This is an optimization exercise on Yosys and OpenROAD, whose aim is small area, not a production implementation. The RTL was checked by simulation tests, not by an equivalence proof against the original design. No driver is modelled on the clock port, so clocking that relies on it looks cheaper here than on a real chip. No activity file was given, so power comes from the tool's default toggle rates.

## votingmachine
module votingmachine(
    input reset,
    input clk,
    input mode,
    input button1,
    input button2,
    input button3,
    input button4,
    output [7:0] leds
);
    wire [3:0] btn = {button4, button3, button2, button1};
    wire [3:0] vv;
    genvar g;
    generate
        for (g = 0; g < 4; g = g + 1) begin : deb
            reg  [3:0] st;
            reg        nb, at10, v;
            always @(*) begin
                case (st)
                    4'b0001, 4'b0011, 4'b0101, 4'b1010: nb = 1'b0;
                    default:                            nb = 1'b1;
                endcase
                at10 = (st == 4'b1011) | (st == 4'b1110);
                v    = (st == 4'b0111) | (st == 4'b1000) | (st == 4'b1100);
            end
            assign vv[g] = v;
            always @(posedge clk or posedge reset) begin
                if (reset)       st <= 4'b0000;
                else if (btn[g]) st <= {st[2:0], nb};
                else             st <= {at10, 3'b000};
            end
        end
    endgenerate
    wire       any = |vv;
    wire [1:0] idx = vv[0] ? 2'd0 : vv[1] ? 2'd1 : vv[2] ? 2'd2 : 2'd3;
    wire [3:0] en;
    assign en[0] = !mode & vv[0];
    assign en[1] = !mode & !vv[0] & vv[1];
    assign en[2] = !mode & !vv[0] & !vv[1] & vv[2];
    assign en[3] = !mode & !vv[0] & !vv[1] & !vv[2] & vv[3];
    reg [7:0] cnt [0:3];
    generate
        for (g = 0; g < 4; g = g + 1) begin : vc
            wire [8:0] t;
            assign t[0] = en[g];
            genvar b;
            for (b = 0; b < 8; b = b + 1) begin : bt
                assign t[b+1] = t[b] & cnt[g][b];
            end
            always @(posedge clk or posedge reset) begin
                if (reset) cnt[g] <= 8'd0;
                else cnt[g] <= cnt[g] ^ t[7:0];
            end
        end
    endgenerate
    reg [2:0] ds;
  ...
Size: about 190 cells after synthesis, about 51 flip-flops, ~0.0024 sq mm of cells after synthesis.
export LEC_CHECK = 0
export CAP_MARGIN = 20
export CORE_MARGIN = 2
export CORE_UTILIZATION = 40
export SLEW_MARGIN = 20
create_clock -name core_clock -period 5.0 [get_ports {clk}]
standard.sh (not shown) runs the stock make flow with config.mk's settings and CLKGATE_MAP_FILE= SYNTH_SCRIPT=/design/flow/synth_recipe.tcl, a recipe that flattens the netlist after the stock synthesis.
==> flow/flow/run.sh <==
#!/bin/bash
# Standard ORFS layout (the standard.sh), with two changes:
#  - ports are buffered with the smallest buffer (buf_1) instead of the
#    default choice;
#  - CTS uses small clock buffers and inserts no dummy balancing loads.
set -euo pipefail
export BUFFER_PORTS_ARGS="-buffer_cell sky130_fd_sc_hd__buf_1"
export CTS_ARGS="-sink_clustering_enable -repair_clock_nets -dont_use_dummy_load -buf_list {sky130_fd_sc_hd__clkbuf_2 sky130_fd_sc_hd__clkbuf_4 sky130_fd_sc_hd__clkbuf_8}"
bash standard.sh > standard_flow.log 2>&1
The starting point passed the timing, DRC and antenna checks.
Edit:
==> flow/run.sh (new file) <==
#!/bin/bash
# synth_recipe.tcl (not shown) runs the flow's synth.tcl, then flattens the netlist and writes it again
# the make line also repeats each setting of config.mk as NAME=value (left out here)
make -C /OpenROAD-flow-scripts/flow DESIGN_CONFIG=/design/flow/config.mk WORK_HOME=/design/flow/orfs CLKGATE_MAP_FILE= SYNTH_SCRIPT=/design/flow/synth_recipe.tcl finish
removed: flow/flow/run.sh
removed: flow/standard.sh
Worst hold slack loses 0.0071 ns.
First-iteration DRC count drops by 31%.
Power climbs by 12%.
Core utilization climbs by 2.4 points.
Via count drops by about 2.2%.
Synthesized cell count does not change.
Edit:
==> flow/flow/run.sh (new file) <==
#!/bin/bash
# Standard ORFS layout (the standard.sh), with two changes:
#  - ports are buffered with the smallest buffer (buf_1) instead of the
#    default choice;
#  - CTS uses small clock buffers and inserts no dummy balancing loads.
set -euo pipefail
export BUFFER_PORTS_ARGS="-buffer_cell sky130_fd_sc_hd__buf_1"
export CTS_ARGS="-sink_clustering_enable -repair_clock_nets -dont_use_dummy_load -buf_list {sky130_fd_sc_hd__clkbuf_4}"
bash standard.sh > standard_flow.log 2>&1
==> flow/standard.sh (new file) <==
#!/bin/bash
# synth_recipe.tcl (not shown) runs the flow's synth.tcl, then flattens the netlist and writes it again
# the make line also repeats each setting of config.mk as NAME=value (left out here)
make -C /OpenROAD-flow-scripts/flow DESIGN_CONFIG=/design/flow/config.mk WORK_HOME=/design/flow/orfs CLKGATE_MAP_FILE= SYNTH_SCRIPT=/design/flow/synth_recipe.tcl "${@:-finish}"
--- a/flow/config.mk
+++ b/flow/config.mk
@@ -9,3 +9,3 @@
 export CORE_MARGIN = 2
-export CORE_UTILIZATION = 40
+export CORE_UTILIZATION = 70
 export SLEW_MARGIN = 20
removed: flow/run.sh
Worst setup slack gains 0.34 ns. Clock skew increases by 0.0087 ns. Maximum frequency increases by about 12%. Area after synthesis is unchanged.

Another version of the RTL of votingmachine (not shown whole).
Size: ~190 cells after synthesis, about 15 I/O pins.
export LEC_CHECK = 0
export CAP_MARGIN = 20
export CORE_MARGIN = 2
export CORE_UTILIZATION = 70
export SLEW_MARGIN = 20
create_clock -name core_clock -period 5.0 [get_ports {clk}]
==> flow/flow/run.sh <==
#!/bin/bash
# Layout flow: the standard ORFS flow (standard.sh) with these changes:
#  - synthesis is the standard flow's synthesis script unchanged except for the ABC
#    script that maps the logic: each area-oriented script in flow/abc/ is
#    tried (in its own scratch folder under trials/), and the one that gives
#    the smallest synthesized cell area is used for the real synthesis.
#    Registers are mapped before ABC runs, so they are the same for every
#    script;
#  - ports are buffered with sky130_fd_sc_hd__buf_1;
set -euo pipefail
HERE=$(pwd)

# synthesis script for ABC script $1: ORFS's synth.tcl with the ABC script
# swapped, sourced from the standard flow's synthesis script in place of synth.tcl.
make_synth() {
  local abc=$1 tag=$2
  sed "s|log_cmd abc {\*}\$abc_args|set abc_args [lreplace \$abc_args 1 1 $abc]\n  log_cmd abc {*}\$abc_args|" \
    "$FLOW_HOME/scripts/synth.tcl" > "$HERE/synth_$tag.tcl"
  grep -q "$abc" "$HERE/synth_$tag.tcl"
  sed "s|source \$::env(SCRIPTS_DIR)/synth.tcl|source $HERE/synth_$tag.tcl|" synth_recipe.tcl > "$HERE/synth_recipe_$tag.tcl"
  grep -q "synth_$tag.tcl" "$HERE/synth_recipe_$tag.tcl"
}

# Try each ABC script, 4 at a time.
mkdir -p "$HERE/trials"
for abc in "$HERE"/flow/abc/*.abc; do
  tag=$(basename "$abc" .abc)
  make_synth "$abc" "$tag"
  sed -e "s|SYNTH_SCRIPT=[^ ]*|SYNTH_SCRIPT=$HERE/synth_recipe_$tag.tcl|" \
      -e "s|WORK_HOME=[^ ]*|WORK_HOME=$HERE/trials/$tag|" standard.sh > "$HERE/trials/$tag.sh"
  grep -q "trials/$tag " "$HERE/trials/$tag.sh"
  ( bash "$HERE/trials/$tag.sh" synth > "$HERE/trials/$tag.log" 2>&1 || true ) &
  while [ "$(jobs -rp | wc -l)" -ge 4 ]; do sleep 1; done
done
wait
best=""; best_area=""
for abc in "$HERE"/flow/abc/*.abc; do
  tag=$(basename "$abc" .abc)
  stat=$(ls "$HERE"/trials/$tag/reports/*/votingmachine/base/synth_stat.txt 2>/dev/null | head -1 || true)
  [ -n "$stat" ] || continue
  area=$(awk '/Chip area for module/ {print $NF}' "$stat" | tail -1)
  [ -n "$area" ] || continue
  echo "$tag $area" >> "$HERE/trials/areas.txt"
  if [ -z "$best" ] || awk -v a="$area" -v b="$best_area" 'BEGIN{exit !(a<b)}'; then
    best=$tag; best_area=$area
  fi
done
[ -n "$best" ]
echo "chosen ABC script: $best ($best_area um2)" | tee -a "$HERE/trials/areas.txt"
rm -rf "$HERE"/trials/*/objects "$HERE"/trials/*/results

sed "s|SYNTH_SCRIPT=[^ ]*|SYNTH_SCRIPT=$HERE/synth_recipe_$best.tcl|" standard.sh > "$HERE/standard_area.sh"
grep -q "synth_recipe_$best.tcl" "$HERE/standard_area.sh"

export BUFFER_PORTS_ARGS="-buffer_cell sky130_fd_sc_hd__buf_1"
export POST_CTS_TCL="$HERE/flow/post_cts.tcl"
export CTS_ARGS="-sink_clustering_enable -repair_clock_nets -dont_use_dummy_load -buf_list {sky130_fd_sc_hd__clkbuf_4}"

bash "$HERE/standard_area.sh" synth > "$HERE/synth.log" 2>&1
bash standard.sh > "$HERE/layout.log" 2>&1
==> flow/flow/post_cts.tcl <==
proc clk_sink_slew { inst } {
  set net [get_nets -of_objects [get_pins [get_full_name $inst]/X]]
  set worst 0
  foreach p [get_pins -of_objects $net -filter "direction==input"] {
    set s [get_property $p slew_max]
    if { $s > $worst } { set worst $s }
  }
  return $worst
}
set leaves {}
set root {}
foreach inst [get_cells clkbuf_*] {
  set net [get_nets -of_objects [get_pins [get_full_name $inst]/X]]
  set has_ff 0
  foreach p [get_pins -of_objects $net -filter "direction==input"] {
    if { [get_property $p is_clock] } { set has_ff 1 }
  }
  if { $has_ff } { lappend leaves $inst } else { lappend root $inst }
}
estimate_parasitics -placement
foreach inst $root {
  puts "clock root [get_full_name $inst]: [get_property $inst ref_name] -> sky130_fd_sc_hd__clkbuf_2"
  replace_cell $inst sky130_fd_sc_hd__clkbuf_2
}
foreach inst $leaves {
  foreach cell {sky130_fd_sc_hd__clkbuf_4 sky130_fd_sc_hd__clkbuf_8 sky130_fd_sc_hd__clkbuf_16} {
    replace_cell $inst $cell
    estimate_parasitics -placement
    set s [clk_sink_slew $inst]
    puts "clock leaf [get_full_name $inst]: $cell slew $s"
    if { $s < 0.110 } { break }
  }
}
detailed_placement
check_placement -verbose
estimate_parasitics -placement
foreach inst $leaves { puts "final leaf [get_full_name $inst] [get_property $inst ref_name] [clk_sink_slew $inst]" }
Other scripts of this flow, unchanged in this note and not shown: flow/flow/abc/a1.abc, flow/flow/abc/b6.abc, flow/flow/abc/c6.abc, flow/flow/abc/e10.abc, flow/flow/abc/e2.abc, flow/flow/abc/e3.abc, flow/flow/abc/e5.abc, flow/flow/abc/e9.abc
The starting point completed without violations.
Change:
--- a/flow/flow/post_cts.tcl
+++ b/flow/flow/post_cts.tcl
@@ -25,3 +25,3 @@
 foreach inst $leaves {
-  foreach cell {sky130_fd_sc_hd__clkbuf_4 sky130_fd_sc_hd__clkbuf_8 sky130_fd_sc_hd__clkbuf_16} {
+  foreach cell {sky130_fd_sc_hd__clkbuf_4 sky130_fd_sc_hd__buf_6 sky130_fd_sc_hd__clkbuf_8 sky130_fd_sc_hd__clkbuf_16} {
     replace_cell $inst $cell
=>
- wire length goes down by a few percent
- critical path depth is unchanged
- global-route usage goes down by 0.59 points
- final area goes down slightly
- total power goes down slightly
- synthesized area stays the same
- sequential power hardly moves
- utilization goes down by 0.25 points
- clock skew goes up by 30 ps
- synthesized cell count stays the same
Change:
--- a/flow/flow/post_cts.tcl
+++ b/flow/flow/post_cts.tcl
@@ -25,3 +25,3 @@
 foreach inst $leaves {
-  foreach cell {sky130_fd_sc_hd__clkbuf_4 sky130_fd_sc_hd__buf_6 sky130_fd_sc_hd__clkbuf_8 sky130_fd_sc_hd__clkbuf_16} {
+  foreach cell {sky130_fd_sc_hd__clkbuf_4 sky130_fd_sc_hd__clkbuf_8 sky130_fd_sc_hd__clkbuf_16} {
     replace_cell $inst $cell
PLACE_DENSITY = 0.85   (was default)
=>
- cell count stays the same
- register-to-register slack is about the same
- cell area climbs by 0.59%
- clock skew drops by 51 ps
- worst hold slack is better by 8.6 ps
- routed wire length climbs by 10%
- sequential power barely changes
- die area stays the same
- setup slack is worse by 110 ps
- combinational power climbs by about 3%
- power climbs by 2.8%
Change:
--- a/flow/flow/post_cts.tcl
+++ b/flow/flow/post_cts.tcl
@@ -30,3 +30,3 @@
     puts "clock leaf [get_full_name $inst]: $cell slew $s"
-    if { $s < 0.110 } { break }
+    if { $s < 0.115 } { break }
   }
PLACE_DENSITY = default   (was 0.85)
Result: The changed run finished clean; fmax grows by 2.8%; global-route usage shrinks by 1.8 points; sequential cell count stays the same; core utilization shrinks by 0.21 points; register-to-register slack is better by 20 ps; count of clock-buffer cells in the layout is unchanged.

static timing again, ports no longer ideal:
The results above use ideal ports. As a check the final layouts listed here were re-extracted and re-timed, cells and wires unchanged. Step 1 assumes that a clkbuf_16 drives the clock port and a buf_2 every other input. Step 2 adds t to the input delays and takes it off the output delays; t is the mean of the earliest and latest rising clock arrival at the registers after step 1. Input paths then give back, and output paths get back, about the clock's delay inside the block. Slacks: ideal ports / drivers / drivers and shift; pairs: ideal ports / drivers.
| run | t, ns | slack for setup (ns) | worst setup path at the end | latest minus earliest clock arrival (ns) | cell pins on the clock port's net |
|---|---|---|---|---|---|
| the first run of note 1 | 0.319 | 2.133 / 2.104 / 2.089 | input to register | 0.018 / 0.018 | 1 |
| the second run of note 1 | 0.325 | 1.733 / 1.706 / 1.760 | input to register | 0.007 / 0.007 | 1 |
| the third run of note 1 | 0.371 | 2.070 / 2.045 / 2.106 | input to register | 0.016 / 0.016 | 1 |
| the first run of note 2 | 0.402 | 2.009 / 1.986 / 2.052 | input to register | 0.028 / 0.028 | 1 |
| the second run of note 2 | 0.393 | 2.037 / 2.014 / 2.056 | input to register | 0.058 / 0.057 | 1 |
| the third run of note 2 | 0.398 | 1.926 / 1.906 / 2.013 | input to register | 0.007 / 0.006 | 1 |
| the fourth run of note 2 | 0.402 | 2.009 / 1.986 / 2.052 | input to register | 0.028 / 0.028 | 1 |
After both steps every run listed still meets setup and hold. The setup slack of the first run of note 1, which loses most, moves by -0.029 ns with the drivers and by -0.044 ns with both steps.
